This design comes from an exercise in tuning for small area on the open sky130 flow, not from production work.
Only simulation tests tie the RTL to the original design; equivalence was not proved.
In runs 1, 3 and 6 to 12 the design's own scripts or RTL, not TritonCTS, make the clock network.
No driver is modelled on the clock port, so clock power and skew are understated where the tree is cut down; a real chip needs a root buffer or a tree.
Power and IR drop assume default switching activity.

==> flow/design.v <==
module counterState(sel,r_end,y_end,g_end,cur_A,cur_B,clk,
                    last_sel,r,y,g,cnt_A,cnt_B);
	input [2:0]sel;
	input [6:0]r_end,y_end,g_end;
	input [6:0]cur_A,cur_B;
	input clk;
	output reg [2:0]last_sel;
	output reg [6:0]r,y,g;
	output reg [6:0]cnt_A,cnt_B;
	always@(posedge clk) begin
		last_sel<=sel;
		r<=r_end;
		y<=y_end;
		g<=g_end;
		cnt_A<=cur_A-1;
		cnt_B<=cur_B-1;
	end
endmodule
module counterLight(sel,r_end,y_end,g_end,clk,counter_A,counter_B);
	input [2:0]sel;
	input [6:0]r_end,y_end,g_end;
	input clk;
	output [6:0]counter_A,counter_B;
	wire [6:0]r,y,g,cnt_A,cnt_B;
	wire [2:0]last_sel;
	counterState state(sel,r_end,y_end,g_end,counter_A,counter_B,clk,
	                   last_sel,r,y,g,cnt_A,cnt_B);
	wire [6:0]w1,w2;
	wire [7:0]c1,c2;
	assign c1[0]=1'b0;
	assign c2[0]=1'b0;
	genvar i;
	generate for(i=0;i<7;i=i+1) begin:add
		assign w1[i]=r[i]^g[i]^c1[i];
		assign c1[i+1]=(r[i]&g[i])|(c1[i]&(r[i]^g[i]));
		assign w2[i]=w1[i]^y[i]^c2[i];
		assign c2[i+1]=(w1[i]&y[i])|(c2[i]&(w1[i]^y[i]));
	end endgenerate
	wire run=(sel==last_sel)&(sel!=3'd7);
	wire s0=~run&(sel==3'd0);
	wire s1=~run&(sel==3'd1);
	wire s2=~run&(sel==3'd2);
	wire s3=~run&(sel==3'd3);
	wire s4=~run&(sel==3'd4);
	wire s5=~run&(sel==3'd5);
	wire s6=~run&(sel==3'd6);
	assign counter_A=({7{run}}&cnt_A)|({7{s0|s3}}&r)|({7{s1}}&w2)|({7{s2}}&w1)|
	                 ({7{s4|s6}}&y)|({7{s5}}&g);
	assign counter_B=({7{run}}&cnt_B)|({7{s0|s6}}&r)|({7{s1|s3}}&y)|({7{s2}}&g)|
	                 ({7{s4}}&w1)|({7{s5}}&w2);
endmodule
==> flow/flow/run.sh <==
#!/bin/bash
# Standard layout with three changes:
#  - the combinational logic of the standard synthesis is re-mapped for area
#    (flip-flops, full and half adders untouched, see remap.tcl);
#  - the port buffers are the smallest buffer, sky130_fd_sc_hd__buf_1;
#  - the clock is three buffers on the port instead of an H-tree (see cts_hook.tcl).
set -euo pipefail
export BUFFER_PORTS_ARGS="-buffer_cell sky130_fd_sc_hd__buf_1"
export PRE_CTS_TCL=$PWD/flow/cts_hook.tcl FLOW_CLOCK_PORT=clk FLOW_CLOCK_BUF=sky130_fd_sc_hd__clkbuf_8 FLOW_CLOCK_NBUF=3
R=$PWD/orfs/results/$FLOW_PLATFORM/counterLight/base

bash standard.sh synth > synth.log 2>&1
cp $R/1_2_yosys.v $R/1_2_yosys.std.v

export LIB=$FLOW_HOME/platforms/$FLOW_PLATFORM/lib/sky130_fd_sc_hd__tt_025C_1v80.lib
export NETLIST_IN=$R/1_2_yosys.std.v NETLIST_OUT=$R/1_2_yosys.v TOP=$FLOW_TOP
DONT_USE_ARGS=""
for c in $(sed -n '/^export DONT_USE_CELLS/,/^#/p' $FLOW_HOME/platforms/$FLOW_PLATFORM/config.mk | grep -o 'sky130_fd_sc_hd__[a-z0-9_]*'); do
  DONT_USE_ARGS="$DONT_USE_ARGS -dont_use $c"
done
export DONT_USE_ARGS
export ABC_SCRIPT="+strash;&get,-n;&dch;&nf,-R,1000;&put;topo"
yosys -c flow/remap.tcl > remap.log 2>&1
rm -f $R/1_synth.odb $R/1_synth.sdc

bash standard.sh finish > standard.log 2>&1
==> flow/flow/cts_hook.tcl <==
rename clock_tree_synthesis my_unused_clock_tree_synthesis
proc clock_tree_synthesis { args } {
  set block [ord::get_db_block]
  set dbu [$block getDbUnitsPerMicron]
  set clk [$block findNet $::env(FLOW_CLOCK_PORT)]
  set sinks {}
  foreach it [$clk getITerms] {
    set b [[$it getInst] getBBox]
    lappend sinks [list [expr {([$b xMin] + [$b xMax]) / 2.0}] \
                        [expr {([$b yMin] + [$b yMax]) / 2.0}] \
                        "[[$it getInst] getName]/[[$it getMTerm] getName]"]
  }
  set sinks [lsort -real -index 0 $sinks]
  set k $::env(FLOW_CLOCK_NBUF)
  set n [llength $sinks]
  for {set c 0} {$c < $k} {incr c} {
    set part [lrange $sinks [expr {$c * $n / $k}] [expr {($c + 1) * $n / $k - 1}]]
    set sx 0.0
    set sy 0.0
    set pins {}
    foreach s $part {
      set sx [expr {$sx + [lindex $s 0]}]
      set sy [expr {$sy + [lindex $s 1]}]
      lappend pins [get_pins [lindex $s 2]]
    }
    set x [expr {$sx / [llength $part] / $dbu}]
    set y [expr {$sy / [llength $part] / $dbu}]
    puts "flow: clock buffer $c for [llength $part] sinks at ($x, $y)"
    insert_buffer -buffer_cell $::env(FLOW_CLOCK_BUF) -net $::env(FLOW_CLOCK_PORT) \
      -load_pins $pins -buffer_name clkbuf_$c -net_name clknet_$c -location [list $x $y]
  }
  foreach it [$clk getITerms] {
    [[[$it getInst] findITerm X] getNet] setSigType CLOCK
  }
  set_propagated_clock [all_clocks]
}
==> flow/flow/remap.tcl <==
# Re-map the combinational logic of the standard synthesis netlist for area.
# Flip-flops, full and half adders stay as the standard synthesis made them
# (same instances, same names); everything else is handed to abc again.
yosys read_liberty -ignore_miss_func $::env(LIB)
yosys read_verilog $::env(NETLIST_IN)
yosys hierarchy -top $::env(TOP)
yosys setattr -mod -set keep_hierarchy 1 sky130_fd_sc_hd__dfxtp_1 sky130_fd_sc_hd__fa_1 sky130_fd_sc_hd__ha_1
yosys rename -hide c:* t:sky130_fd_sc_hd__dfxtp_1 %d
yosys flatten
yosys opt -purge
yosys cd $::env(TOP)
yosys abc -liberty $::env(LIB) {*}$::env(DONT_USE_ARGS) -script $::env(ABC_SCRIPT)
yosys cd
yosys opt_clean -purge
yosys stat -liberty $::env(LIB)
yosys blackbox sky130_fd_sc_hd__*

yosys write_verilog -noattr $::env(NETLIST_OUT)
==> flow/standard.sh <==
#!/bin/bash
# synth_recipe.tcl (not shown) runs the flow's synth.tcl, then flattens the netlist and writes it again
# the make line also repeats each setting of config.mk as NAME=value (left out here)
make -C /OpenROAD-flow-scripts/flow DESIGN_CONFIG=/design/flow/config.mk WORK_HOME=/design/flow/orfs CLKGATE_MAP_FILE= SYNTH_SCRIPT=/design/flow/synth_recipe.tcl "${@:-finish}"
==> flow/config.mk <==
export PLATFORM = sky130hd
export DESIGN_NAME = counterLight
export DESIGN_NICKNAME = counterLight
export VERILOG_FILES = /design/flow/design.v
export SDC_FILE = /design/flow/constraint.sdc
export NUM_CORES = 4
export LEC_CHECK = 0
export CAP_MARGIN = 20
export CORE_MARGIN = 2
export CORE_UTILIZATION = 40
export GPL_TIMING_DRIVEN = 0
export SLEW_MARGIN = 20
==> flow/constraint.sdc <==
create_clock -name core_clock -period 5.0 [get_ports {clk}]
set_input_delay 1.0000 -clock core_clock [delete_from_list [all_inputs] [get_ports {clk}]]
set_output_delay 1.0000 -clock core_clock [all_outputs]
set_load 0.01 [all_outputs]
==> impl_metrics.toml, run 1 <==
[drt]
drcViolationCount = 0
vias = 1579
routedWlPerCell_um = 16.1
avgViaCountPerCell = 5.48
drt_iter0_drc = 245
dr.pass1.iters = 6
drt-total-wl_um = 4620
ant_nets = 0

[sta]
period_share = 0.975
worst_slack_ps = 125
max_slew.worst_pin.slew_ps = 1090
slew_headroom = 0.274
finClkSkew_ps = 14.4
hold_viol = 0
rsz0062_at_grt = "true"
post-route-min-period_ps = 4870
max_freq_ghz = 0.205
finalMaxSlewViolations = 0
setup_violations = 0

[logic_synthesis]
yosys_warnings = 1
synthCells = 189
syn_nets = 228
synth.avg_cell_area_um2 = 9.70
netlist_area_um2 = 1830

[global_routing]
grt_max_degree = 14
track_usage = 0.178
overflow = 0
grt.busiest_layer = "met2"
grt_pass1_wl_um = 7360
grt.met3_usage = 0.0169
grt_use_met2 = 0.306
antenna_found_initial = 0
grt_pass1_vias = 1497
use_met1 = 0.249

[min_path]
hp-class = "register to register"
holdPathStages = 3
worstHoldStart = "state.cnt_A[6]$_DFF_P_"
min_to = "state.cnt_A[6]$_DFF_P_"

[floorplan]
coreArea_um2 = 4380
die_h_um = 71.7
fp.dieArea_um2 = 5140
die_w_um = 71.7
io_pins = 39
rows = 24
start_util = 0.418

[setup_path]
cp-start-kind = "register"
worstPathRequired_ps = 4000
r2r-start = "state.r[0]$_DFF_P_"
crit_type = "register to output port"
r2r_slack_ps = 1010
r2r_end = "state.cnt_B[6]$_DFF_P_"
cp.arrival_ps = 3870
critPathMaxFanout = 3
end_kind = "output port"
ff2ff_path_depth = 15

[cells_and_area]
nNetsFinal = 277
layoutNonFillerInstCount = 288
drive_gt1_frac = 0.123
n_antenna_cell = 0
finish.utilization = 0.501
area_growth_syn_to_layout_pct = 19.9
fill_cells = 425

[power_and_ir_drop]
peakVddDrop_v = 0.000289
p_leak_nw = 0.829
power_per_cell_area_nw_per_um2 = 348

[place]
gp_congestion = 0.778
post-place-ws_ps = 94.3
hpwl_um = 3420
io_buffer_count = 38
place_inst = 281

[run_status]
status = "timing/DRC/antenna clean"

[cts]
ctsHoldBuffers = 0
clk_pin_slew_ps = 90
clk-insertion-delay-late_ps = 150

[flow_run]
max_cap_viol_count = 0
-- state kept, by name (all words and copies together), names as in the netlist --
register / cells
state.cnt_A: 7
state.last_sel: 3
state.r: 7
state.g: 7
state.y: 7
state.cnt_B: 7
-- worst max path at each step --
stage / startpoint / to / slack [ps] / depth (start not counted)
final: state.r[0]$_DFF_P_ / counter_B[6] / 130 / 14
after global routing: state.r[0]$_DFF_P_ / counter_B[6] / -90 / 14
after CTS: state.r[0]$_DFF_P_ / counter_B[6] / 2 / 14
after detailed placement: state.r[0]$_DFF_P_ / counter_A[5] / 90 / 13
after global placement: state.r[0]$_DFF_P_ / counter_B[6] / 120 / 14
after floorplan: state.r[0]$_DFF_P_ / counter_B[6] / 410 / 13
-- where the power goes --
| part | switching, mW | internal [mW] |
|---|---|---|
| clock | 0.0802 | 0.0552 |
| sequential | 0.0238 | 0.353 |
| combinational | 0.142 | 0.110 |
-- critical path: stages (launching register included) --
cell,delay (ps)
dfxtp_2,350
ha_4,160
fa_2,340
fa_2,390
fa_1,480
inv_2,70
fa_2,180
inv_2,40
fa_2,400
fa_2,410
xnor2_2,160
xnor2_2,150
a222oi_1,310
nand2_1,110
buf_2,150
-- placed cells by master (no fill, tap or decap), types with 2 or more instances in the layout --
cell and n:
buf_4 5, inv_2 4, a22oi_1 12, nor3b_1 2, fa_2 7, dfxtp_2 2, nor3_1 8, a21oi_1 3
o21ai_0 3, fa_1 3, nand2_1 18, clkbuf_8 3, a222oi_1 13, and3_1 2, xnor2_1 7, xor2_1 7
buf_1 37, ha_1 3, clkinv_1 19, nor2_1 12, a211oi_2 2, xnor2_2 2, dfxtp_1 36, nand3_1 11
nand2b_1 2
-- metrics by stage --
| step | total power [mW] | area, um2 | hold slack [ps] | TNS [ps] |
|---|---|---|---|---|
| after floorplan | 0.543 | 1830 | 626 | 0 |
| after global placement | 0.607 | 2040 | 589 | 0 |
| after detailed placement | 0.613 | 2080 | 593 | 0 |
| after CTS | 0.755 | 2150 | 597 | 0 |
| after global routing | 0.816 | 2200 | 660 | -94.7 |
| final | 0.764 | 2200 | 627 | 0 |
-- final cells by class, without the clock buffers --
type	instances	area, um2	share of cell area
Sequential cell	38	763	0.347
Inverter	23	86.3	0.0393
Tap cell	52	65.1	0.0296
Multi-Input combinational cell	128	1050	0.477
Timing Repair Buffer	44	193	0.0877
-- routing by layer --
metal / vias up / share of wire
met4: 0 / 0.0095
met3: 6 / 0.069
met5: - / 0
met2: 57 / 0.48
li1: 781 / -
met1: 735 / 0.44
-- what timing repair did --
item / in CTS / in global routing
buffers inserted: 2 / 2
gates resized for setup: 6 / 12
setup endpoints to repair: 3 / 4
pin swaps: 6 / 14
==> inputs of run 2 (changes only) <==
--- a/flow/flow/run.sh
+++ b/flow/flow/run.sh
@@ -1,5 +1,6 @@
 #!/bin/bash
-# Standard layout with three changes:
-#  - the combinational logic of the standard synthesis is re-mapped for area
-#    (flip-flops, full and half adders untouched, see remap.tcl);
+# Standard layout with these changes:
+#  - the full adders of the standard synthesis get the polarity that needs the
+#    fewest inverters (fa_polarity.py), and the combinational logic is then
+#    re-mapped for area (flip-flops, adders and their names kept, remap.tcl);
 #  - the port buffers are the smallest buffer, sky130_fd_sc_hd__buf_1;
@@ -15,3 +16,4 @@
 export LIB=$FLOW_HOME/platforms/$FLOW_PLATFORM/lib/sky130_fd_sc_hd__tt_025C_1v80.lib
-export NETLIST_IN=$R/1_2_yosys.std.v NETLIST_OUT=$R/1_2_yosys.v TOP=$FLOW_TOP
+python3 flow/fa_polarity.py $R/1_2_yosys.std.v $R/1_2_yosys.pol.v > fa_polarity.log 2>&1
+export NETLIST_IN=$R/1_2_yosys.pol.v NETLIST_OUT=$R/1_2_yosys.v TOP=$FLOW_TOP
 DONT_USE_ARGS=""
==> flow/flow/fa_polarity.py (new file) <==
#!/usr/bin/env python3
"""Choose the polarity of each full adder in a mapped netlist.

A full adder is self-dual: inverting its three inputs inverts both outputs.
Yosys's extract_fa picks the polarity of each adder it finds on its own, which
leaves inverters between chained adders and between flip-flops and adders.
This script picks, for every sky130 fa cell, whether to use it inverted, so
that as few adder inputs as possible need an inverter from a flip-flop, port,
half adder or other full adder. A flipped adder gets explicit inversions on
its pins ("assign" statements); the re-mapping that follows (remap.tcl) merges
them into the surrounding logic. The function of the netlist is unchanged.

usage: fa_polarity.py IN.v OUT.v
"""
import itertools
import re
import sys

src = open(sys.argv[1]).read()
inst_re = re.compile(r'^(\s*)(sky130_fd_sc_hd__\w+)\s+(\S+)\s*\((.*?)\);', re.M | re.S)
pin_re = re.compile(r'\.(\w+)\(\s*(.*?)\s*\)\s*(?=,|$)', re.S)

insts = []
for m in inst_re.finditer(src):
    pins = {p: n.strip() for p, n in pin_re.findall(m.group(4))}
    insts.append((m.group(2), m.group(3), pins, m.span()))

OUTS = ('X', 'Y', 'Q', 'SUM', 'COUT')
drv = {}
for t, name, pins, _ in insts:
    for p, n in pins.items():
        if p in OUTS:
            drv[n] = (t, name, p)

def is_inv(t):
    return re.match(r'sky130_fd_sc_hd__(clk)?inv_\d+$', t) is not None

def is_buf(t):
    return re.match(r'sky130_fd_sc_hd__(clk)?buf_\d+$', t) is not None

def trace(net):
    """Follow inverters and buffers back; return (source, parity)."""
    par = 0
    for _ in range(100):
        d = drv.get(net)
        if d is None:
            return ('port', net), par
        t, name, _p = d
        pins = next(i[2] for i in insts if i[1] == name)
        if is_inv(t):
            par ^= 1
            net = pins['A']
        elif is_buf(t):
            net = pins['A']
        elif '__fa_' in t:
            return ('fa', name), par
        elif '__ha_' in t or '__df' in t:
            return ('fixed', name), par
        else:
            return None, par
    return None, par

fas = [i for i in insts if '__fa_' in i[0]]
names = [i[1] for i in fas]
edges = []   # (this fa, source fa or None, parity)
for t, name, pins, _ in fas:
    for p in ('A', 'B', 'CIN'):
        s, par = trace(pins[p])
        if s is None:
            continue
        if s[0] == 'port' and re.match(r"\d+'b", s[1]):
            continue
        edges.append((name, s[1] if s[0] == 'fa' else None, par))

def cost(flip):
    c = 0
    for n, s, par in edges:
        c += par ^ flip[n] ^ (flip[s] if s else 0)
    return c

best = None
if len(names) <= 20:
    for bits in itertools.product((0, 1), repeat=len(names)):
        f = dict(zip(names, bits))
        k = cost(f)
        if best is None or k < best[0]:
            best = (k, f)
else:
    f = {n: 0 for n in names}
    best = (cost(f), f)
    improved = True
    while improved:
        improved = False
        for n in names:
            f[n] ^= 1
            k = cost(f)
            if k < best[0]:
                best = (k, dict(f))
                improved = True
            else:
                f[n] ^= 1
flip = best[1]
print(f"fa_polarity: {len(names)} full adders, inverted inputs {cost({n: 0 for n in names})} -> {best[0]}, "
      f"flipped {sum(flip.values())}")

out = []
pos = 0
extra = []
k = 0
for t, name, pins, (a, b) in insts:
    if '__fa_' not in t or not flip.get(name):
        continue
    body = src[a:b]
    for p, n in pins.items():
        w = f"fapol_{k}"
        k += 1
        extra.append(f"  wire {w};\n")
        if p in OUTS:
            extra.append(f"  assign {n} = ~{w};\n")
        else:
            extra.append(f"  assign {w} = ~{n};\n")
        body = re.sub(r'(\.' + p + r'\()\s*' + re.escape(n) + r'\s*\)', r'\g<1>' + w + ')', body)
    out.append(src[pos:a])
    out.append(body)
    pos = b
out.append(src[pos:])
res = ''.join(out)
i = res.rindex('endmodule')
res = res[:i] + ''.join(extra) + res[i:]
open(sys.argv[2], 'w').write(res)
--- a/flow/config.mk
+++ b/flow/config.mk
@@ -11,2 +11,3 @@
 export GPL_TIMING_DRIVEN = 0
+export SETUP_SLACK_MARGIN = 0.05
 export SLEW_MARGIN = 20
==> run 2 against run 1 <==
  * The run now fails in netlist read-in after synthesis
==> impl_metrics.toml, run 2 <==
[run_status]
status = "stopped before the end"
failed_stage = "netlist read-in after synthesis"
first-error = "[ERROR STA-0171] /design/flow/orfs/results/sky130hd/counterLight/base/1_2_yosys.v line 990, syntax error"

[logic_synthesis]
yosys_warnings = 1
==> inputs of run 3 (changes only) <==
--- a/flow/flow/remap.tcl
+++ b/flow/flow/remap.tcl
@@ -9,2 +9,3 @@
 yosys flatten
+yosys simplemap
 yosys opt -purge
==> run 3 against run 2 <==
  * The layout now fails its checks (setup timing)
==> impl_metrics.toml, run 3 <==
[run_status]
status = "finished with violations"
check.faults = "setup timing"

[sta]
slew_headroom = 0.310
hold_viol = 0
finClkSkew_ps = 17.0
rsz0062_at_grt = "true"
worst_slack_ps = -36.6
max_freq_ghz = 0.199
max_slew.worst_pin.slew_ps = 1030
finalSetupTns_ps = -36.6
period_share = 1.01
finalMaxSlewViolations = 0
setup_violations = 1
post-route-min-period_ps = 5040

[setup_path]
cp-start-kind = "register"
path_cells = "ha_4, fa_2, fa_2, fa_2, fa_2, fa_2, fa_2, xnor2_2, xnor2_1, a222oi_1, nand2_1, buf_2"
cp.arrival_ps = 4040
crit_top_cell = "fa_2"
crit_type = "register to output port"
worstPathRequired_ps = 4000
critPathMaxFanout = 3
critPathSlowestCell = "fa_2"
max_stage_delay_ps = 460
end_kind = "output port"

[global_routing]
antenna_found_initial = 0
grt_pass1_vias = 1464
grt_max_degree = 15
grt_pass1_wl_um = 6690
overflow = 0
track_usage = 0.163

[cells_and_area]
multiInputGateArea_um2 = 1030
fill_cells = 412
area_growth_syn_to_layout_pct = 22.8
drive_gt1_frac = 0.151
seq_area_um2 = 763
nNetsFinal = 260
stdcell_area_um2 = 2150
layout_common_cells = "buf_1 (36), dfxtp_1 (36), nand2_1 (22)"
n_antenna_cell = 0

[floorplan]
coreArea_um2 = 4290
rows = 24
die_h_um = 70.2
fp.dieArea_um2 = 4930
io_pins = 39
die_w_um = 70.2
start_util = 0.409

[logic_synthesis]
synth.avg_cell_area_um2 = 10.4
yosys_warnings = 1
netlist_area_um2 = 1750
synthCells = 169
syn_nets = 208

[drt]
avgViaCountPerCell = 5.69
routedWlPerCell_um = 15.4
drt_iter0_drc = 143
drt-total-wl_um = 4190
dr.pass1.iters = 6
ant_nets = 0
drcViolationCount = 0
vias = 1543

[place]
hpwl_um = 3070
placed_area_um2 = 2000
gp_congestion = 0.791
io_buffer_count = 38

[min_path]
hp-class = "register to register"

[power_and_ir_drop]
power_per_cell_area_nw_per_um2 = 355
p_leak_nw = 0.822
total_power_uw = 764
peakVddDrop_v = 0.000229

[flow_run]
max_cap_viol_count = 0

[cts]
clk_pin_slew_ps = 90
ctsHoldBuffers = 0
clk-insertion-delay-late_ps = 150
-- run 3: layer usage --
metal	global-route usage	share of wire	up-vias	wire length, um
li1	-	-	739	-
met1	0.202	0.40	758	1690
met2	0.308	0.55	39	2290
met3	0.0130	0.034	7	144
met4	0.0321	0.015	0	63
met5	0	0	-	0
-- run 3: area by class of cell, without the clock buffers --
type                            instances  area share
Inverter                               10      0.0174
Multi-Input combinational cell        121       0.478
Sequential cell                        38       0.354
Tap cell                               52      0.0302
Timing Repair Buffer                   47       0.101
-- run 3: path summary, 6_finish.rpt --
kind | from | end | slack [ps] | cells after the start
hold / removal | state.cnt_A[0]$_DFF_P_ | state.cnt_A[0]$_DFF_P_ | 480 | 1
setup reg to reg | state.r[0]$_DFF_P_ | state.cnt_B[6]$_DFF_P_ | 690 | 12
setup / recovery | state.r[0]$_DFF_P_ | counter_B[6] | -40 | 12
hold reg to reg | state.cnt_A[0]$_DFF_P_ | state.cnt_A[0]$_DFF_P_ | 480 | 1
-- run 3: what timing repair did --
action,CTS,global route
pin swaps,9,9
gates resized for setup,14,6
buffers inserted,3,4
cloned,0,0
endpoints found under the setup margin,4,3
-- run 3: critical path, delay by kind of cell, from the launching register on --
family                   cells  cell delay (ps)
AO/OA/AOI/OAI                1              370
XOR/XNOR                     2              300
adder cells (fa/ha/maj)      7             2560
buffers and inverters        1              160
flip-flops                   1              370
AND/OR/NAND/NOR              1              120
-- run 3: stage by stage --
stage | utilization | std cells | setup WS (ps) | hold WS [ps]
finish | 0.501 | 271 | -36.6 | 481
global route | 0.501 | 271 | -95.7 | 514
CTS | 0.489 | 267 | 14.3 | 487
detailed placement | 0.465 | 261 | -168 | 473
global placement | 0.457 | 259 | -892 | 466
floorplan | - | 169 | 137 | 436
-- run 3: report_power, final --
group	leakage (nW)	total [mW]	switching [mW]	internal [mW]
clock network	0.0216	0.131	0.0762	0.0551
logic	0.480	0.253	0.135	0.118
registers	0.320	0.379	0.0249	0.355
==> inputs of run 4 (changes only) <==
--- a/flow/flow/run.sh
+++ b/flow/flow/run.sh
@@ -23,3 +23,3 @@
 export DONT_USE_ARGS
-export ABC_SCRIPT="+strash;&get,-n;&dch;&nf,-R,1000;&put;topo"
+export ABC_SCRIPT="+strash;&get,-n;&deepsyn,-T,20;&dch,-f;&nf,-R,1000;&put;topo"
 yosys -c flow/remap.tcl > remap.log 2>&1
--- a/flow/flow/remap.tcl
+++ b/flow/flow/remap.tcl
@@ -9,3 +9,2 @@
 yosys flatten
-yosys simplemap
 yosys opt -purge
==> run 4 against run 3 <==
  * The flow now stops in netlist read-in after synthesis
==> impl_metrics.toml, run 4 <==
[run_status]
failed_stage = "netlist read-in after synthesis"
first-error = "[ERROR STA-0171] /design/flow/orfs/results/sky130hd/counterLight/base/1_2_yosys.v line 898, syntax error"
status = "stopped before the end"

[logic_synthesis]
yosys_warnings = 1
==> inputs of run 5 (changes only) <==
--- a/flow/flow/remap.tcl
+++ b/flow/flow/remap.tcl
@@ -9,2 +9,3 @@
 yosys flatten
+yosys simplemap
 yosys opt -purge
--- a/flow/config.mk
+++ b/flow/config.mk
@@ -9,4 +9,4 @@
 export CORE_MARGIN = 2
-export CORE_UTILIZATION = 40
-export GPL_TIMING_DRIVEN = 0
+export CORE_UTILIZATION = 70
+export GPL_TIMING_DRIVEN = 1
 export SETUP_SLACK_MARGIN = 0.05
==> run 5 against run 4 <==
  * The flow stops in clock tree synthesis
==> impl_metrics.toml, run 5 <==
[cts]
post-cts-setup-buffers = 11
ctsHoldBuffers = 0
post_cts_resize_count = 18

[run_status]
status = "stopped before the end"
first-error = "[ERROR DPL-0033] detailed placement checks failed during check placement."
failed_stage = "clock tree synthesis"

[place]
hpwl_um = 3390
io_buffer_count = 38
placed_area_um2 = 1990
place_inst = 233
gp_congestion = 0.863

[floorplan]
die_h_um = 53.2
start_util = 0.750
io_pins = 39
rows = 17
die_w_um = 53.2

[logic_synthesis]
synthCells = 155
syn_nets = 194
netlist_area_um2 = 1690
synth.avg_cell_area_um2 = 10.9
yosys_warnings = 1
==> run 5: worst max path at each step <==
stage                            start           end  slack, ps  depth (start not counted)
floorplan                       sel[0]  counter_B[4]         50                          6
global placement    state.r[0]$_DFF_P_  counter_B[6]        -80                         13
detailed placement  state.r[0]$_DFF_P_  counter_B[6]       -370                         13
==> run 5: stage by stage <==
step,setup slack [ps],util
3_3_place_gp,-80.9,0.881
2_1_floorplan,54.2,-
3_5_place_dp,-367,0.881
==> run 5: power by group through the flow <==
stage | clock (mW) | combinational, mW | sequential [mW]
after floorplan | 0 | 0.172 | 0.379
after global placement | 0 | 0.236 | 0.386
after detailed placement | 0 | 0.252 | 0.389
==> inputs of run 6 (changes only) <==
--- a/flow/flow/run.sh
+++ b/flow/flow/run.sh
@@ -4,3 +4,3 @@
 #    fewest inverters (fa_polarity.py), and the combinational logic is then
-#    re-mapped for area (flip-flops, adders and their names kept, remap.tcl);
+#    re-mapped for area (flip-flops, full adders and their names kept, remap.tcl);
 #  - the port buffers are the smallest buffer, sky130_fd_sc_hd__buf_1;
@@ -23,3 +23,3 @@
 export DONT_USE_ARGS
-export ABC_SCRIPT="+strash;&get,-n;&deepsyn,-T,20;&dch,-f;&nf,-R,1000;&put;topo"
+export ABC_SCRIPT="+strash;&get,-n;&deepsyn,-J,20,-T,100;&dch,-f;&nf,-R,1000;&put;topo"
 yosys -c flow/remap.tcl > remap.log 2>&1
--- a/flow/flow/remap.tcl
+++ b/flow/flow/remap.tcl
@@ -1,3 +1,3 @@
 # Re-map the combinational logic of the standard synthesis netlist for area.
-# Flip-flops, full and half adders stay as the standard synthesis made them
+# Flip-flops and full adders stay as the standard synthesis made them
 # (same instances, same names); everything else is handed to abc again.
@@ -6,3 +6,3 @@
 yosys hierarchy -top $::env(TOP)
-yosys setattr -mod -set keep_hierarchy 1 sky130_fd_sc_hd__dfxtp_1 sky130_fd_sc_hd__fa_1 sky130_fd_sc_hd__ha_1
+yosys setattr -mod -set keep_hierarchy 1 sky130_fd_sc_hd__dfxtp_1 sky130_fd_sc_hd__fa_1
 yosys rename -hide c:* t:sky130_fd_sc_hd__dfxtp_1 %d
==> run 6 against run 5 <==
  * The layout now fails its checks (setup timing)
  * Synthesized cell count fell by 0.65%
  * Area after synthesis fell by 1.8%
==> impl_metrics.toml, run 6 <==
[global_routing]
antenna_found_initial = 0
overflow = 0
grt_max_degree = 19
track_usage = 0.402
grt_pass1_wl_um = 7900
grt_pass1_vias = 1693

[place]
place_inst = 234
post-place-ws_ps = -138
io_buffer_count = 38
gp_congestion = 0.869
hpwl_um = 3230

[drt]
drt_iter0_drc = 206
vias = 1748
routedWlPerCell_um = 24.6
dr.pass1.iters = 8
ant_nets = 0
drt-total-wl_um = 5950
drcViolationCount = 0
avgViaCountPerCell = 7.22

[cells_and_area]
nNetsFinal = 251
fill_cells = 79
seq_area_um2 = 763
area_growth_syn_to_layout_pct = 25.2
layout_common_cells = "buf_1 (36), dfxtp_1 (36), nand2_1 (19), buf_4 (19), a222oi_1 (13)"
drive_gt1_frac = 0.192
layoutNonFillerInstCount = 242
n_antenna_cell = 0
multiInputGateArea_um2 = 933
finish.utilization = 0.931

[sta]
finalMaxSlewViolations = 0
post-route-min-period_ps = 5140
max_freq_ghz = 0.195
worst_slack_ps = -140
rsz0062_at_grt = "true"
setup_violations = 1
max_slew.worst_pin.slew_ps = 1080
period_share = 1.03
hold_viol = 0
finClkSkew_ps = 25.5
slew_headroom = 0.277
finalSetupTns_ps = -140

[setup_path]
cp-start-kind = "register"
max_stage_delay_ps = 470
crit_type = "register to output port"
crit_top_cell = "fa_2"
critPathSlowestCell = "fa_2"
critPathMaxFanout = 2
r2r-start = "state.g[0]$_DFF_P_"
end_kind = "output port"
cp.arrival_ps = 4140
r2r_slack_ps = 630
worstPathRequired_ps = 4000
path_cells = "and2_4, fa_2, fa_2, fa_2, fa_2, fa_2, fa_2, a222oi_1, nand2_1, a21oi_2, clkinv_1, clkbuf_2"
r2r_end = "state.cnt_B[6]$_DFF_P_"
ff2ff_path_depth = 14

[logic_synthesis]
syn_nets = 189
netlist_area_um2 = 1660
synthCells = 154
yosys_warnings = 1
synth.avg_cell_area_um2 = 10.8

[min_path]
min_to = "state.cnt_B[1]$_DFF_P_"
hp-class = "register to register"
holdPathStages = 4
worstHoldStart = "state.cnt_B[0]$_DFF_P_"

[floorplan]
start_util = 0.744
die_w_um = 52.7
rows = 17
io_pins = 39
coreArea_um2 = 2230
die_h_um = 52.7
fp.dieArea_um2 = 2780

[cts]
ctsHoldBuffers = 0
clk_pin_slew_ps = 80
clk-insertion-delay-late_ps = 160

[power_and_ir_drop]
peakVddDrop_v = 0.000331
total_power_uw = 817
p_leak_nw = 0.814
power_per_cell_area_nw_per_um2 = 393

[run_status]
status = "finished with violations"
check.faults = "setup timing"

[flow_run]
max_cap_viol_count = 0
[run 6: worst max path at each step]
stage	start	end	slack (ps)	cells after the start
2_1_floorplan	state.g[0]$_DFF_P_	counter_B[5]	90	11
6_report	state.g[0]$_DFF_P_	counter_B[5]	-140	12
5_1_grt	sel[2]	counter_A[3]	-200	11
3_5_place_dp	state.g[0]$_DFF_P_	counter_B[5]	-140	12
4_1_cts	state.g[0]$_DFF_P_	counter_B[5]	60	12
3_3_place_gp	state.g[0]$_DFF_P_	counter_B[5]	40	12
[run 6: layer usage]
layer | vias up | GRT usage | part of all wire
met5 | - | 0 | 0
met4 | 0 | 0.235 | 0.081
met3 | 53 | 0.100 | 0.14
met2 | 211 | 0.706 | 0.46
met1 | 786 | 0.430 | 0.31
li1 | 698 | - | -
[run 6: power breakdown]
group / total, mW / internal, mW / switching, mW
logic: 0.302 / 0.129 / 0.173
clock network: 0.136 / 0.0552 / 0.0803
registers: 0.380 / 0.353 / 0.0271
total: 0.817 / 0.537 / 0.280
[run 6: cell type report, without the clock buffers]
class	instances	area share
Timing Repair Buffer	57	0.138
Multi-Input combinational cell	111	0.449
Tap cell	28	0.0168
Inverter	5	0.00903
Sequential cell	38	0.367
[run 6: critical path: cells and delay by family, from the launching register on]
| family | cells | cell delay (ps) |
|---|---|---|
| adders and majority gates | 6 | 2490 |
| AOI/OAI and AO/OA | 2 | 620 |
| and+or+nand+nor | 2 | 350 |
| DFF | 1 | 330 |
| buffers and inverters | 2 | 210 |
[run 6: stage by stage]
stage | hold slack (ps) | area, um2
floorplan | 612 | 1670
global placement | 606 | 1960
detailed placement | 624 | 1960
CTS | 636 | 2060
global route | 718 | 2080
finish | 697 | 2080
[run 6: what timing repair did]
item                       in CTS  in global routing
buffers inserted                4                  1
setup endpoints to repair       4                  6
pin swaps                       9                  1
gates cloned                    0                  0
resized for setup              12                  6
hold endpoints to repair        0                  0
==> inputs of run 7 (changes only) <==
--- a/flow/flow/fa_polarity.py
+++ b/flow/flow/fa_polarity.py
@@ -114,2 +114,3 @@
     for p, n in pins.items():
+        ref = n + ' ' if n.startswith('\\') else n  # escaped names end at a space
         w = f"fapol_{k}"
@@ -118,5 +119,5 @@
         if p in OUTS:
-            extra.append(f"  assign {n} = ~{w};\n")
+            extra.append(f"  assign {ref} = ~{w};\n")
         else:
-            extra.append(f"  assign {w} = ~{n};\n")
+            extra.append(f"  assign {w} = ~{ref};\n")
         body = re.sub(r'(\.' + p + r'\()\s*' + re.escape(n) + r'\s*\)', r'\g<1>' + w + ')', body)
--- a/flow/config.mk
+++ b/flow/config.mk
@@ -9,3 +9,3 @@
 export CORE_MARGIN = 2
-export CORE_UTILIZATION = 70
+export CORE_UTILIZATION = 40
 export GPL_TIMING_DRIVEN = 1
==> run 7 against run 6 <==
  * Now clean on timing, DRC and antenna
  * Combinational power fell by 15%
  * Register-to-register slack improved by 400 ps
  * Area after synthesis did not move
  * Setup slack improved by 350 ps
  * Critical endpoint unchanged
  * Sequential share of layout area fell by 0.30 points
==> impl_metrics.toml, run 7 <==
[run_status]
status = "timing/DRC/antenna clean"

[setup_path]
r2r-start = "state.g[0]$_DFF_P_"
cp-start-kind = "register"
worstPathRequired_ps = 4000
critPathMaxFanout = 2
end_kind = "output port"
r2r_slack_ps = 1030
crit_start = "state.g[0]$_DFF_P_"
ff2ff_path_depth = 14
cp.arrival_ps = 3790
crit_type = "register to output port"

[drt]
drt-total-wl_um = 4260
ant_nets = 0
avgViaCountPerCell = 5.61
drcViolationCount = 0
routedWlPerCell_um = 16.2
drt_iter0_drc = 151
dr.pass1.iters = 4
vias = 1470

[floorplan]
start_util = 0.415
fp.dieArea_um2 = 4690
die_w_um = 68.5
coreArea_um2 = 4000
io_pins = 39
rows = 23
die_h_um = 68.5

[logic_synthesis]
netlist_area_um2 = 1660
syn_nets = 189
yosys_warnings = 1
synth.avg_cell_area_um2 = 10.8
synthCells = 154

[global_routing]
overflow = 0
track_usage = 0.193
grt_pass1_wl_um = 6850
grt_pass1_vias = 1464
grt_max_degree = 19
antenna_found_initial = 0

[power_and_ir_drop]
peakVddDrop_v = 0.000246
total_power_uw = 763
power_per_cell_area_nw_per_um2 = 364
p_leak_nw = 0.798

[sta]
finClkSkew_ps = 8.00
setup_violations = 0
max_slew.worst_pin.slew_ps = 671
slew_headroom = 0.550
finalSetupTns_ps = 0
finalMaxSlewViolations = 0
post-route-min-period_ps = 4790
rsz0062_at_grt = "false"
period_share = 0.957
hold_viol = 0
max_freq_ghz = 0.209

[cells_and_area]
fill_cells = 366
layout_common_cells = "buf_1 (38), dfxtp_1 (37), nand2_1 (19)"
seq_area_um2 = 762
n_antenna_cell = 0
area_growth_syn_to_layout_pct = 26.0
final_common_cell = "buf_1"
multiInputGateArea_um2 = 938
nNetsFinal = 249
drive_gt1_frac = 0.175

[place]
gp_congestion = 0.823
io_buffer_count = 38
hpwl_um = 3210

[min_path]
worstHoldStart = "state.cnt_B[1]$_DFF_P_"
holdPathStages = 4
hp-class = "register to register"

[flow_run]
max_cap_viol_count = 0

[cts]
clk_pin_slew_ps = 80
clk-insertion-delay-late_ps = 140
-- run 7: changes by cell type in the layout (fill, tap and decap cells not counted) --
cell,delta
dfxtp_1,+1
nor3_2,+1
dfxtp_2,-1
buf_1,+2
nor3_1,-1
buf_4,-2
clkbuf_2,-2
-- run 7: per-stage QoR --
step / setup WS, ps / cell area [um2] / utilization / hold slack, ps / instances
final: 214 / 2090 / 0.523 / 635 / 262
after global routing: 53.7 / 2090 / 0.523 / 689 / 262
after CTS: 84.4 / 2080 / 0.519 / 645 / 261
after detailed placement: -10.4 / 1980 / 0.494 / 620 / 255
after global placement: 61.7 / 1980 / 0.494 / 610 / 255
after floorplan: 85.9 / 1670 / - / 612 / 154
-- run 7: repair_timing --
action	in CTS	in global routing
cloned	0	0
resized for setup	12	3
hold buffers	0	0
setup endpoints to repair	3	3
pin swaps	4	5
hold endpoints to repair	0	0
setup buffers	3	1
-- run 7: final timing paths --
kind / endpoint
max: counter_B[5]
min: state.cnt_B[1]$_DFF_P_
max reg2reg: state.cnt_B[6]$_DFF_P_
min reg2reg: state.cnt_B[1]$_DFF_P_
-- run 7: final cells by class, without the clock buffers --
| type | instances | area share |
|---|---|---|
| multi-input combinational | 111 | 0.448 |
| tap | 50 | 0.0299 |
| sequential | 38 | 0.364 |
| inverter | 5 | 0.00897 |
| timing repair buffer | 55 | 0.129 |
-- run 7: power by group --
group / total [mW] / switching (mW) / leakage [nW] / internal, mW
Combinational: 0.257 / 0.136 / 0.456 / 0.121
Clock: 0.130 / 0.0751 / 0.0216 / 0.0551
Sequential: 0.376 / 0.0231 / 0.321 / 0.353
Total: 0.763 / 0.234 / 0.798 / 0.529
-- run 7: worst max-delay path, stage by stage, from the launching register on --
cell	delay [ps]
dfxtp_2	320
and2_4	150
fa_2	360
fa_2	450
fa_2	410
fa_2	370
fa_2	370
fa_2	460
a222oi_1	300
nand2_1	120
a21oi_2	140
clkinv_1	70
buf_1	130
-- run 7: routing by layer --
layer,share of wire,global-route usage,vias up
met4,0.012,0.0325,0
met2,0.55,0.370,73
li1,-,-,699
met5,0,0,-
met3,0.084,0.0115,6
met1,0.35,0.236,692
==> inputs of run 8 (changes only) <==
--- a/flow/design.v
+++ b/flow/design.v
@@ -27,5 +27,6 @@
 	                   last_sel,r,y,g,cnt_A,cnt_B);
-	wire [6:0]w1,w2;
-	wire [7:0]c1,c2;
+	wire [6:0]w1,w2,s;
+	wire [7:0]c1,k,c2;
 	assign c1[0]=1'b0;
+	assign k[0]=1'b0;
 	assign c2[0]=1'b0;
@@ -35,4 +36,6 @@
 		assign c1[i+1]=(r[i]&g[i])|(c1[i]&(r[i]^g[i]));
-		assign w2[i]=w1[i]^y[i]^c2[i];
-		assign c2[i+1]=(w1[i]&y[i])|(c2[i]&(w1[i]^y[i]));
+		assign s[i]=r[i]^g[i]^y[i];
+		assign k[i+1]=(r[i]&g[i])|(y[i]&(r[i]^g[i]));
+		assign w2[i]=s[i]^k[i]^c2[i];
+		assign c2[i+1]=(s[i]&k[i])|(c2[i]&(s[i]^k[i]));
 	end endgenerate
==> run 8 against run 7 <==
  * Still clean on timing, DRC and antenna
  * Power shrank 2.7%
  * Routed wire length grew 1.1%
  * Sequential power is essentially flat
  * Synthesized cell count grew 6.5%
  * Final cell count grew 1.9%
  * Critical path type unchanged
==> impl_metrics.toml, run 8 <==
[power_and_ir_drop]
p_leak_nw = 0.828
total_power_uw = 742
peakVddDrop_v = 0.000194
combPwrFrac = 0.310
power_per_cell_area_nw_per_um2 = 355
seqPwrFrac = 0.510
p_sw_frac = 0.316
p_int_uw = 508
p_clk_frac = 0.181
p_sw_uw = 235

[logic_synthesis]
netlist_area_um2 = 1760
syn_nets = 204
yosys_warnings = 1
synthCells = 164
synth.avg_cell_area_um2 = 10.7

[cells_and_area]
multiInputGateArea_um2 = 970
final_common_cell = "buf_1"
nNetsFinal = 257
stdcell_area_um2 = 2090
n_antenna_cell = 0
seq_area_um2 = 763
fill_cells = 436
area_growth_syn_to_layout_pct = 18.8
layout_common_cells = "buf_1 (37), dfxtp_1 (36), nand2_1 (24)"
drive_gt1_frac = 0.0837

[sta]
max_freq_ghz = 0.214
slew_headroom = 0.355
hold_viol = 0
rsz0062_at_grt = "false"
post-route-min-period_ps = 4680
finalMaxSlewViolations = 0
setup_violations = 0
finalSetupTns_ps = 0
finClkSkew_ps = 14.0
max_slew.worst_pin.slew_ps = 961
worst_slack_ps = 322
period_share = 0.936

[floorplan]
coreArea_um2 = 4290
fp.dieArea_um2 = 4950
die_w_um = 70.4
start_util = 0.410
die_h_um = 70.4
io_pins = 39
rows = 24

[setup_path]
max_stage_delay_ps = 480
path_cells = "fa_1, and2_1, fa_1, fa_1, fa_1, fa_2, xor2_1, xnor2_1, inv_2, a222oi_1, nand2_1, clkbuf_2"
crit_top_cell = "fa_1"
crit_type = "register to output port"
crit_family = "adder cells"
critPathMaxFanout = 4
cp-start-kind = "register"
critPathSlowestCell = "fa_1"
end_kind = "output port"
cp.arrival_ps = 3680
cp_num_buf_inv = 2
worstPathRequired_ps = 4000

[place]
gp_congestion = 0.803
post-place-ws_ps = 300
placed_area_um2 = 2040
io_buffer_count = 38
hpwl_um = 3230

[drt]
dr_wl_met3_um = 273
routedWlPerCell_um = 16.1
dr.pass1.iters = 5
drt-total-wl_um = 4300
vias = 1493
drt_iter0_drc = 144
wl_met1_um = 1880
top_layer = "met4"
avgViaCountPerCell = 5.59
route.met2.wl_um = 2090
ant_nets = 0
drcViolationCount = 0

[global_routing]
grt_pass1_vias = 1514
grt_pass1_wl_um = 7130
grt_max_degree = 14
overflow = 0
antenna_found_initial = 0
track_usage = 0.175

[cts]
ctsHoldBuffers = 0
clk_pin_slew_ps = 90
clk-insertion-delay-late_ps = 150

[min_path]
hp-class = "register to register"

[run_status]
status = "timing/DRC/antenna clean"

[flow_run]
max_cap_viol_count = 0
-- run 8: path summary, 6_finish.rpt --
| kind | slack [ps] | startpoint | cells after the start | end |
|---|---|---|---|---|
| hold reg to reg | 620 | state.cnt_A[6]$_DFF_P_ | 3 | state.cnt_A[6]$_DFF_P_ |
| setup reg to reg | 1250 | state.r[1]$_DFF_P_ | 13 | state.cnt_B[6]$_DFF_P_ |
| setup / recovery | 320 | state.r[1]$_DFF_P_ | 12 | counter_A[6] |
| hold / removal | 620 | state.cnt_A[6]$_DFF_P_ | 3 | state.cnt_A[6]$_DFF_P_ |
-- run 8: cell type report, without the clock buffers --
class | instances | area share
inverter | 9 | 0.0161
sequential | 38 | 0.365
tap | 52 | 0.0311
timing repair buffer | 48 | 0.105
multi-input combinational | 117 | 0.464
-- run 8: worst reg2reg max path, delay by kind of cell (launching register included) --
kind	cells	cell delay (ps)
adders and majority gates	5	1990
DFF	1	360
xor gates and xnor gates	3	530
AOI/OAI and AO/OA	1	260
and+or+nand+nor	2	300
buffers and inverters	2	200
-- run 8: power by group through the flow --
stage / Sequential [mW] / Combinational, mW / Clock [mW]
after detailed placement: 0.385 / 0.225 / 0
final: 0.378 / 0.230 / 0.134
after floorplan: 0.377 / 0.159 / 0
after global routing: 0.382 / 0.257 / 0.149
after CTS: 0.378 / 0.226 / 0.142
after global placement: 0.385 / 0.222 / 0
-- run 8: timing repair --
| action | in CTS | in global routing |
|---|---|---|
| resized for setup | 0 | 6 |
| setup buffers | 0 | 1 |
| setup endpoints to repair | 0 | 3 |
-- run 8: stage by stage --
step,hold WS (ps),util,cells
6_report,621,0.487,267
5_1_grt,669,0.487,267
4_1_cts,615,0.484,266
3_5_place_dp,601,0.474,263
3_3_place_gp,584,0.474,263
2_1_floorplan,614,-,164
-- run 8: layer usage --
metal,global-route usage,up-vias
li1,-,717
met1,0.236,714
met2,0.297,56
met3,0.0188,6
met4,0.0470,0
met5,0,-
==> inputs of run 9 (changes only) <==
--- a/flow/config.mk
+++ b/flow/config.mk
@@ -7,3 +7,3 @@
 export LEC_CHECK = 0
-export CAP_MARGIN = 20
+export CAP_MARGIN = 0
 export CORE_MARGIN = 2
@@ -12,2 +12,2 @@
 export SETUP_SLACK_MARGIN = 0.05
-export SLEW_MARGIN = 20
+export SLEW_MARGIN = 0
==> run 9 against run 8 <==
  * Final area did not move
  * Highest routed layer unchanged
  * Core utilization did not move
  * Area after synthesis did not move
  * Global-route usage did not move
  * Final cell count did not move
  * Setup slack did not move
  * Power did not move
  * Still clean on timing, DRC and antenna
  * Clock power barely moved
==> impl_metrics.toml, run 9 <==
[setup_path]
end_kind = "output port"
crit_top_cell = "fa_1"
crit_type = "register to output port"
cp.arrival_ps = 3680
r2r-start = "state.r[1]$_DFF_P_"
r2r_slack_ps = 1250
worstPathRequired_ps = 4000
critPathMaxFanout = 4
crit_start = "state.r[1]$_DFF_P_"
max_stage_delay_ps = 480
path_cells = "fa_1, and2_1, fa_1, fa_1, fa_1, fa_2, xor2_1, xnor2_1, inv_2, a222oi_1, nand2_1, clkbuf_2"
critPathSlowestCell = "fa_1"
ff2ff_path_depth = 13
r2r_end = "state.cnt_B[6]$_DFF_P_"
cp-start-kind = "register"
endpoint = "counter_A[6]"

[logic_synthesis]
syn_nets = 204
yosys_warnings = 1
synthCells = 164
synth.avg_cell_area_um2 = 10.7
netlist_area_um2 = 1760

[cts]
clk-insertion-delay-late_ps = 150
clk_pin_slew_ps = 90
ctsHoldBuffers = 0

[sta]
finalSetupTns_ps = 0
hold_viol = 0
period_share = 0.936
slew_headroom = 0.355
max_slew.worst_pin.slew_ps = 961
hold-worst-slack_ps = 621
max_freq_ghz = 0.214
rsz0062_at_grt = "false"
finalMaxSlewViolations = 0
finClkSkew_ps = 14.0
post-route-min-period_ps = 4680
setup_violations = 0

[floorplan]
rows = 24
start_util = 0.410
coreArea_um2 = 4290
die_w_um = 70.4
io_pins = 39
die_h_um = 70.4
fp.dieArea_um2 = 4950

[power_and_ir_drop]
p_leak_nw = 0.828
power_per_cell_area_nw_per_um2 = 355
peakVddDrop_v = 0.000194
total_power_uw = 742

[place]
io_buffer_count = 38
place_inst = 263
gp_congestion = 0.803
placed_area_um2 = 2040
hpwl_um = 3230

[global_routing]
overflow = 0
antenna_found_initial = 0
grt_max_degree = 14
grt_pass1_vias = 1514
grt_pass1_wl_um = 7130
track_usage = 0.175

[cells_and_area]
nNetsFinal = 257
layoutNonFillerInstCount = 267
final_common_cell = "buf_1"
area_growth_syn_to_layout_pct = 18.8
n_antenna_cell = 0
drive_gt1_frac = 0.0837
stdcell_area_um2 = 2090
layout_common_cells = "buf_1 (37), dfxtp_1 (36), nand2_1 (24)"

[drt]
avgViaCountPerCell = 5.59
drcViolationCount = 0
vias = 1493
ant_nets = 0
routedWlPerCell_um = 16.1
dr.pass1.iters = 5
drt-total-wl_um = 4300
drt_iter0_drc = 144

[min_path]
hp-class = "register to register"
holdPathStages = 3

[run_status]
status = "timing/DRC/antenna clean"

[flow_run]
max_cap_viol_count = 0
run 9: how the worst min path moves through the flow:
| stage | from | end | slack, ps |
|---|---|---|---|
| 3_3_place_gp | state.cnt_B[6]$_DFF_P_ | state.cnt_B[6]$_DFF_P_ | 580 |
| 4_1_cts | state.cnt_B[6]$_DFF_P_ | state.cnt_B[6]$_DFF_P_ | 610 |
| 3_5_place_dp | state.cnt_B[6]$_DFF_P_ | state.cnt_B[6]$_DFF_P_ | 600 |
| 5_1_grt | state.cnt_A[4]$_DFF_P_ | state.cnt_A[4]$_DFF_P_ | 670 |
| 6_report | state.cnt_A[6]$_DFF_P_ | state.cnt_A[6]$_DFF_P_ | 620 |
| 2_1_floorplan | state.cnt_A[5]$_DFF_P_ | state.cnt_A[5]$_DFF_P_ | 610 |
run 9: worst max-delay path: cells and delay by family, from the launching register on:
family                     cells  cell delay [ps]
AOI/OAI and AO/OA              1              270
buffers and inverters          2              200
and+or+nand+nor                2              320
DFF                            1              360
xor gates and xnor gates       2              390
adders and majority gates      5             1990
run 9: through the flow:
step	setup WS, ps	utilization
after floorplan	613	-
after global placement	370	0.474
after detailed placement	300	0.474
after CTS	133	0.484
after global routing	93.3	0.487
final	322	0.487
run 9: power breakdown:
group | switching [mW] | internal [mW] | total (mW)
clock | 0.0789 | 0.0552 | 0.134
combinational | 0.131 | 0.0991 | 0.230
sequential | 0.0249 | 0.353 | 0.378
total | 0.235 | 0.508 | 0.742
run 9: cell type report, without the clock buffers:
| cell class | count | area, um2 |
|---|---|---|
| inverter | 9 | 33.8 |
| multi-input combinational | 117 | 970 |
| timing repair buffer | 48 | 219 |
| tap | 52 | 65.1 |
| sequential | 38 | 763 |
| fill | 436 | 2200 |
run 9: timing repair:
action                                  CTS  global route
endpoints found under the setup margin    0             3
buffers inserted                          0             1
gates resized for setup                   0             6
run 9: metal layers:
metal / wire (um) / share of wire / vias up / track usage
met5: 0 / 0 / - / 0
met4: 65 / 0.015 / 0 / 0.0470
met3: 273 / 0.063 / 6 / 0.0188
met2: 2090 / 0.48 / 56 / 0.297
met1: 1880 / 0.44 / 714 / 0.236
li1: - / - / 717 / -
==> inputs of run 10 (changes only) <==
--- a/flow/flow/run.sh
+++ b/flow/flow/run.sh
@@ -6,4 +6,7 @@
 #  - the port buffers are the smallest buffer, sky130_fd_sc_hd__buf_1;
-#  - the clock is three buffers on the port instead of an H-tree (see cts_hook.tcl).
+#  - the clock is three buffers on the port instead of an H-tree (see cts_hook.tcl);
+#  - timing-driven global placement does not keep its buffers, and gates off
+#    the critical paths are downsized after global routing (RECOVER_POWER).
 set -euo pipefail
+export GPL_KEEP_OVERFLOW=0 RECOVER_POWER=100
 export BUFFER_PORTS_ARGS="-buffer_cell sky130_fd_sc_hd__buf_1"
--- a/flow/config.mk
+++ b/flow/config.mk
@@ -9,3 +9,3 @@
 export CORE_MARGIN = 2
-export CORE_UTILIZATION = 40
+export CORE_UTILIZATION = 55
 export GPL_TIMING_DRIVEN = 1
==> run 10 against run 9 <==
  * Still clean
  * Fmax is 1.1% lower
  * Flip-flop and latch count stayed put
  * Final area is 3.3% lower
  * Routed wire length is 5.8% lower
  * First-iteration DRC count is 80% higher
  * Core utilization is 18 points higher
  * Synthesized cell count stayed put
  * Die area is 26% lower
  * Area after synthesis stayed put
  * Via count is 0.33% lower
  * Critical path depth stayed put
  * Global-route usage is 5.5 points higher
  * Critical endpoint is now counter_B[6]
  * Highest routed layer unchanged
==> impl_metrics.toml, run 10 <==
[cells_and_area]
n_antenna_cell = 0
nNetsFinal = 247
seq_area_um2 = 763
final_common_cell = "dfxtp_1"
finish.utilization = 0.662
stdcell_area_um2 = 2020
area_growth_syn_to_layout_pct = 14.8
fill_cells = 256
multiInputGateArea_um2 = 986
drive_gt1_frac = 0.0390
layout_common_cells = "dfxtp_1 (36), buf_1 (35), nand2_1 (24)"

[cts]
clk-insertion-delay-late_ps = 150
clk_pin_slew_ps = 90
post-cts-setup-buffers = 0

[setup_path]
cp.arrival_ps = 3730
cp-start-kind = "register"
worstPathRequired_ps = 4000
crit_type = "register to output port"
crit_family = "adder cells"
crit_top_cell = "fa_1"
ff2ff_path_depth = 14
cp_num_buf_inv = 2
path_cells = "fa_1, and2_1, fa_1, fa_2, fa_1, fa_1, xor2_1, xnor2_1, clkinv_1, a222oi_1, nand2_1, buf_1"
r2r-start = "state.last_sel[0]$_DFF_P_"
critPathMaxFanout = 4
critPathSlowestCell = "fa_1"
end_kind = "output port"
r2r_slack_ps = 1260
max_stage_delay_ps = 500
r2r_end = "state.cnt_A[6]$_DFF_P_"

[logic_synthesis]
syn_nets = 204
yosys_warnings = 1
synth.avg_cell_area_um2 = 10.7
synthCells = 164
netlist_area_um2 = 1760

[drt]
routedWlPerCell_um = 16.3
drt-total-wl_um = 4050
drt_iter0_drc = 259
drcViolationCount = 0
dr.pass1.iters = 5
ant_nets = 0
avgViaCountPerCell = 5.98
vias = 1488

[sta]
post-route-min-period_ps = 4730
rsz0062_at_grt = "true"
hold-worst-slack_ps = 608
max_freq_ghz = 0.211
hold_viol = 0
worst_slack_ps = 270
max_slew.worst_pin.slew_ps = 1130
setup_violations = 0
period_share = 0.946
finClkSkew_ps = 18.5
finalMaxSlewViolations = 0
slew_headroom = 0.241

[floorplan]
die_h_um = 60.6
io_pins = 39
die_w_um = 60.6
fp.dieArea_um2 = 3670
coreArea_um2 = 3050
start_util = 0.577
rows = 20

[global_routing]
overflow = 0
grt_pass1_wl_um = 6400
grt_use_met2 = 0.373
grt_pass1_vias = 1349
use_met1 = 0.334
track_usage = 0.229
grt_max_degree = 19
grt.busiest_layer = "met2"
antenna_found_initial = 0
grt.met3_usage = 0.0256

[place]
io_buffer_count = 38
hpwl_um = 2950
gp_congestion = 0.833
post-place-ws_ps = -292
placed_area_um2 = 1960

[min_path]
holdPathStages = 3
hp-class = "register to register"
worstHoldStart = "state.cnt_B[6]$_DFF_P_"
min_to = "state.cnt_B[6]$_DFF_P_"

[power_and_ir_drop]
peakVddDrop_v = 0.000285
total_power_uw = 734
power_per_cell_area_nw_per_um2 = 363
p_leak_nw = 0.772

[flow_run]
max_cap_viol_count = 0

[run_status]
status = "timing/DRC/antenna clean"
==> run 10: per-layer routing <==
layer / vias to the layer above / part of all wire
met5: - / 0
met4: 0 / 0.014
met3: 7 / 0.073
met2: 70 / 0.49
met1: 715 / 0.43
li1: 696 / -
==> run 10: layout make-up, without the clock buffers <==
cell class / count / share of cell area
well taps: 44 / 0.0272
inverters: 9 / 0.0167
repair buffers: 38 / 0.0705
flip-flops and latches: 38 / 0.377
multi-input cells: 117 / 0.488
==> run 10: worst reg2reg max path: cells and delay by family, from the launching register on <==
kind            cells  cell delay, ps
compound gates      4            1620
simple gates        7            1260
flops               1             350
buf+inv             2             270
xor+xnor            1             140
==> run 10: stage by stage <==
stage	setup TNS [ps]	std cells
after floorplan	0	164
after global placement	-2070	246
after detailed placement	-1190	246
after CTS	0	249
after global routing	0	249
final	0	249
==> run 10: worst max path at each step <==
| stage | startpoint | slack, ps | to | cells past startpoint |
|---|---|---|---|---|
| 3_5_place_dp | sel[2] | -290 | state.cnt_A[6]$_DFF_P_ | 15 |
| 3_3_place_gp | sel[1] | -300 | state.cnt_A[6]$_DFF_P_ | 14 |
| 5_1_grt | state.g[1]$_DFF_P_ | 30 | counter_B[6] | 12 |
| 2_1_floorplan | state.g[1]$_DFF_P_ | 610 | counter_A[6] | 11 |
| 4_1_cts | state.g[1]$_DFF_P_ | 150 | counter_B[6] | 12 |
| 6_report | state.g[1]$_DFF_P_ | 270 | counter_B[6] | 12 |
==> run 10: timing repair <==
action	4_1_cts	5_1_grt
hold buffers	0	0
pin swaps	0	4
setup endpoints to repair	15	4
gates resized for setup	1	5
==> run 10: where the power goes <==
group | total, mW | internal (mW) | leakage [nW] | switching (mW)
Combinational | 0.221 | 0.0921 | 0.430 | 0.129
Sequential | 0.380 | 0.354 | 0.320 | 0.0264
Clock | 0.133 | 0.0551 | 0.0216 | 0.0777
==> inputs of run 11 (changes only) <==
--- a/flow/config.mk
+++ b/flow/config.mk
@@ -9,3 +9,3 @@
 export CORE_MARGIN = 2
-export CORE_UTILIZATION = 55
+export CORE_UTILIZATION = 40
 export GPL_TIMING_DRIVEN = 1
==> run 11 against run 10 <==
  * Clock skew down 5.9 ps
  * First-iteration DRC count is 49% lower
  * Register-to-register slack got worse by 110 ps
  * Final area grew 0.87%
  * Flip-flop and latch count stayed put
  * Sequential share of layout area down 0.32 points
  * Still clean
  * Setup slack worse by 16 ps
==> impl_metrics.toml, run 11 <==
[run_status]
status = "timing/DRC/antenna clean"

[setup_path]
ff2ff_path_depth = 13
end_kind = "output port"
cp-start-kind = "register"
cp.arrival_ps = 3750
crit_type = "register to output port"
r2r_slack_ps = 1150
worstPathRequired_ps = 4000
critPathMaxFanout = 4
r2r-start = "state.r[1]$_DFF_P_"
r2r_end = "state.cnt_B[6]$_DFF_P_"
endpoint = "counter_A[6]"
crit_start = "state.r[1]$_DFF_P_"

[logic_synthesis]
synthCells = 164
synth.avg_cell_area_um2 = 10.7
syn_nets = 204
netlist_area_um2 = 1760
yosys_warnings = 1

[sta]
hold-worst-slack_ps = 610
max_freq_ghz = 0.211
finClkSkew_ps = 12.6
finalMaxSlewViolations = 0
slew_headroom = 0.262
max_slew.worst_pin.slew_ps = 1100
finalSetupTns_ps = 0
setup_violations = 0
post-route-min-period_ps = 4750
period_share = 0.949
hold_viol = 0
rsz0062_at_grt = "true"

[drt]
drt_iter0_drc = 131
avgViaCountPerCell = 5.71
drcViolationCount = 0
routedWlPerCell_um = 16.9
dr.pass1.iters = 6
vias = 1473
route.met2.wl_um = 2240
wl_met1_um = 1810
ant_nets = 0
drt-total-wl_um = 4370
top_layer = "met4"
dr_wl_met3_um = 271

[cells_and_area]
drive_gt1_frac = 0.0437
area_growth_syn_to_layout_pct = 15.8
final_common_cell = "dfxtp_1"
layoutNonFillerInstCount = 258
stdcell_area_um2 = 2040
n_antenna_cell = 0
fill_cells = 440
layout_common_cells = "dfxtp_1 (36), buf_1 (35), nand2_1 (24)"
nNetsFinal = 248

[floorplan]
die_h_um = 70.4
start_util = 0.410
coreArea_um2 = 4290
die_w_um = 70.4
rows = 24
io_pins = 39
fp.dieArea_um2 = 4950

[place]
place_inst = 254
gp_congestion = 0.793
io_buffer_count = 38
hpwl_um = 3180
placed_area_um2 = 1980

[global_routing]
grt_pass1_vias = 1529
grt_pass1_wl_um = 7330
grt_max_degree = 19
antenna_found_initial = 0
overflow = 0
track_usage = 0.182

[flow_run]
max_cap_viol_count = 0

[power_and_ir_drop]
peakVddDrop_v = 0.000227
total_power_uw = 738
p_leak_nw = 0.777
power_per_cell_area_nw_per_um2 = 362

[cts]
clk_pin_slew_ps = 90
ctsHoldBuffers = 0
clk-insertion-delay-late_ps = 150

[min_path]
hp-class = "register to register"
[run 11: worst max-delay path, stage by stage (launching register included)]
cell and delay (ps):
dfxtp_2 360, fa_1 490, and2_1 200, fa_1 380
fa_1 390, fa_1 400, fa_2 360, xor2_1 180
xnor2_1 170, clkinv_1 100, a222oi_1 300, nand2_1 120
buf_1 150
[run 11: how the worst min path moves through the flow]
stage	from	to	slack (ps)	cells after the start
finish	state.cnt_A[6]$_DFF_P_	state.cnt_A[6]$_DFF_P_	610	3
global route	state.cnt_A[4]$_DFF_P_	state.cnt_A[4]$_DFF_P_	670	3
CTS	state.cnt_A[6]$_DFF_P_	state.cnt_A[6]$_DFF_P_	620	3
detailed placement	state.cnt_A[6]$_DFF_P_	state.cnt_A[6]$_DFF_P_	600	3
global placement	state.cnt_B[6]$_DFF_P_	state.cnt_B[6]$_DFF_P_	590	3
floorplan	state.cnt_A[5]$_DFF_P_	state.cnt_A[5]$_DFF_P_	610	4
[run 11: where the power goes]
group	switching (mW)	leakage, nW	internal (mW)
Clock	0.0791	0.0216	0.0552
Sequential	0.0255	0.320	0.353
Combinational	0.130	0.435	0.0941
[run 11: area by class of cell, without the clock buffers]
class	count	area, um2	area share
tap	52	65.1	0.0319
timing repair buffer	39	150	0.0736
multi-input combinational	117	986	0.483
sequential	38	763	0.374
inverter	9	33.8	0.0166
[run 11: metal layers]
metal | global-route usage | vias up
li1 | - | 702
met4 | 0.0427 | 0
met5 | 0 | -
met2 | 0.318 | 56
met3 | 0.0216 | 4
met1 | 0.239 | 711
[run 11: what timing repair did]
| item | 4_1_cts | 5_1_grt |
|---|---|---|
| setup endpoints to repair | 0 | 4 |
| resized for setup | 0 | 6 |
| setup buffers | 0 | 1 |
[run 11: per-stage QoR]
stage           util  setup WS (ps)
6_report       0.475            254
5_1_grt        0.475           14.3
4_1_cts        0.470            146
3_5_place_dp   0.461            191
3_3_place_gp   0.459           -508
2_1_floorplan      -            613
==> inputs of run 12 (changes only) <==
--- a/flow/design.v
+++ b/flow/design.v
@@ -27,6 +27,5 @@
 	                   last_sel,r,y,g,cnt_A,cnt_B);
-	wire [6:0]w1,w2,s;
-	wire [7:0]c1,k,c2;
+	wire [6:0]w1,w2;
+	wire [7:0]c1,c2;
 	assign c1[0]=1'b0;
-	assign k[0]=1'b0;
 	assign c2[0]=1'b0;
@@ -36,6 +35,4 @@
 		assign c1[i+1]=(r[i]&g[i])|(c1[i]&(r[i]^g[i]));
-		assign s[i]=r[i]^g[i]^y[i];
-		assign k[i+1]=(r[i]&g[i])|(y[i]&(r[i]^g[i]));
-		assign w2[i]=s[i]^k[i]^c2[i];
-		assign c2[i+1]=(s[i]&k[i])|(c2[i]&(s[i]^k[i]));
+		assign w2[i]=w1[i]^y[i]^c2[i];
+		assign c2[i+1]=(w1[i]&y[i])|(c2[i]&(w1[i]^y[i]));
 	end endgenerate
==> run 12 against run 11 <==
  * The layout now fails its checks (setup timing)
  * Final cell count stayed put
  * Clock power is 3% lower
  * Register-to-register slack worse by 340 ps
  * Flip-flop and latch count stayed put
  * Via count is 0.88% lower
  * Routed wire length is 0.59% lower
  * Hold slack better by 29 ps
  * Highest routed layer unchanged
==> impl_metrics.toml, run 12 <==
[floorplan]
fp.dieArea_um2 = 4690
die_h_um = 68.5
io_pins = 39
start_util = 0.415
rows = 23
die_w_um = 68.5
coreArea_um2 = 4000

[min_path]
hp-class = "register to register"

[sta]
slew_headroom = 0.301
worst_slack_ps = -1.93
max_slew.worst_pin.slew_ps = 1040
finalMaxSlewViolations = 0
hold-worst-slack_ps = 639
hold_viol = 0
max_freq_ghz = 0.200
setup_violations = 1
finClkSkew_ps = 13.4
period_share = 1.00
rsz0062_at_grt = "true"
post-route-min-period_ps = 5000

[setup_path]
path_cells = "and2_4, fa_2, fa_1, fa_2, fa_2, fa_2, fa_1, a222oi_1, nand2_1, a21oi_2, clkinv_1, buf_1"
cp_num_buf_inv = 2
cp.arrival_ps = 4000
crit_type = "register to output port"
max_stage_delay_ps = 490
worstPathRequired_ps = 4000
critPathSlowestCell = "fa_1"
end_kind = "output port"
crit_family = "adder cells"
crit_top_cell = "fa_2"
cp-start-kind = "register"
critPathMaxFanout = 3

[global_routing]
track_usage = 0.197
antenna_found_initial = 0
overflow = 0
grt_pass1_vias = 1501
grt_max_degree = 19
grt_pass1_wl_um = 7080

[run_status]
status = "finished with violations"
check.faults = "setup timing"

[drt]
dr.pass1.iters = 4
avgViaCountPerCell = 5.66
drt-total-wl_um = 4350
ant_nets = 0
drt_iter0_drc = 173
drcViolationCount = 0
vias = 1460
routedWlPerCell_um = 16.8

[cells_and_area]
layout_common_cells = "buf_1 (36), dfxtp_1 (36), nand2_1 (19)"
nNetsFinal = 245
area_growth_syn_to_layout_pct = 27.0
n_antenna_cell = 0
drive_gt1_frac = 0.178

[logic_synthesis]
synthCells = 154
netlist_area_um2 = 1660
yosys_warnings = 1
syn_nets = 189
synth.avg_cell_area_um2 = 10.8

[cts]
clk_pin_slew_ps = 80
clk-insertion-delay-late_ps = 150
ctsHoldBuffers = 0

[place]
io_buffer_count = 38
post-place-ws_ps = -262
gp_congestion = 0.807
hpwl_um = 3090

[power_and_ir_drop]
total_power_uw = 771
p_leak_nw = 0.795
power_per_cell_area_nw_per_um2 = 365
peakVddDrop_v = 0.000237

[flow_run]
max_cap_viol_count = 0
## run 12: area by class of cell, without the clock buffers
| class | count | area, um2 |
|---|---|---|
| Multi-Input combinational cell | 111 | 980 |
| Tap cell | 50 | 62.6 |
| Timing Repair Buffer | 51 | 245 |
| Sequential cell | 38 | 763 |
| Fill cell | 381 | 1890 |
| Inverter | 5 | 18.8 |
## run 12: power by group
part           internal, mW  leakage (nW)  switching (mW)  total, mW
Sequential            0.353         0.321          0.0221      0.375
Clock                0.0550        0.0216          0.0745      0.130
Combinational         0.126         0.452           0.141      0.267
Total                 0.533         0.795           0.238      0.771
## run 12: through the flow
step / cell area, um2 / TNS [ps] / utilization / cells
floorplan: 1670 / 0 / - / 154
global placement: 1870 / -17700 / 0.468 / 242
detailed placement: 1920 / -1940 / 0.479 / 244
CTS: 2040 / 0 / 0.510 / 253
global route: 2110 / -161 / 0.528 / 258
finish: 2110 / -1.93 / 0.528 / 258
## run 12: tightest hold or removal path, cell delays in order (launching register included)
cell and delay (ps):
dfxtp_1 330, a222oi_1 80, nand2_1 120, xnor2_1 70
## run 12: what timing repair did
item,4_1_cts,5_1_grt
setup buffers,6,5
gates resized for setup,13,8
setup endpoints to repair,15,11
pin swaps,7,9
## run 12: worst paths after layout
kind,start,end,slack [ps],depth (start not counted)
setup / recovery,state.g[0]$_DFF_P_,counter_B[5],-2,12
hold / removal,state.cnt_B[2]$_DFF_P_,state.cnt_B[2]$_DFF_P_,640,3
setup reg to reg,state.g[0]$_DFF_P_,state.cnt_B[6]$_DFF_P_,810,14
hold reg to reg,state.cnt_B[2]$_DFF_P_,state.cnt_B[2]$_DFF_P_,640,3
## run 12: per-layer routing
metal  share of wire  up-vias  GRT usage  routed length, um
met5               0        -          0                  0
met4           0.015        0     0.0625                 65
met3           0.064        9     0.0263                277
met2            0.53       60      0.356               2330
met1            0.39      699      0.240               1680
li1                -      692          -                  -

Check on run 12: ideal ports give -0.002 ns setup slack; a clkbuf_16 on the clock port and buf_2 on the inputs give -0.046 ns; moving port delays by the midpoint clock arrival (0.182 ns) as well gives 0.137 ns.
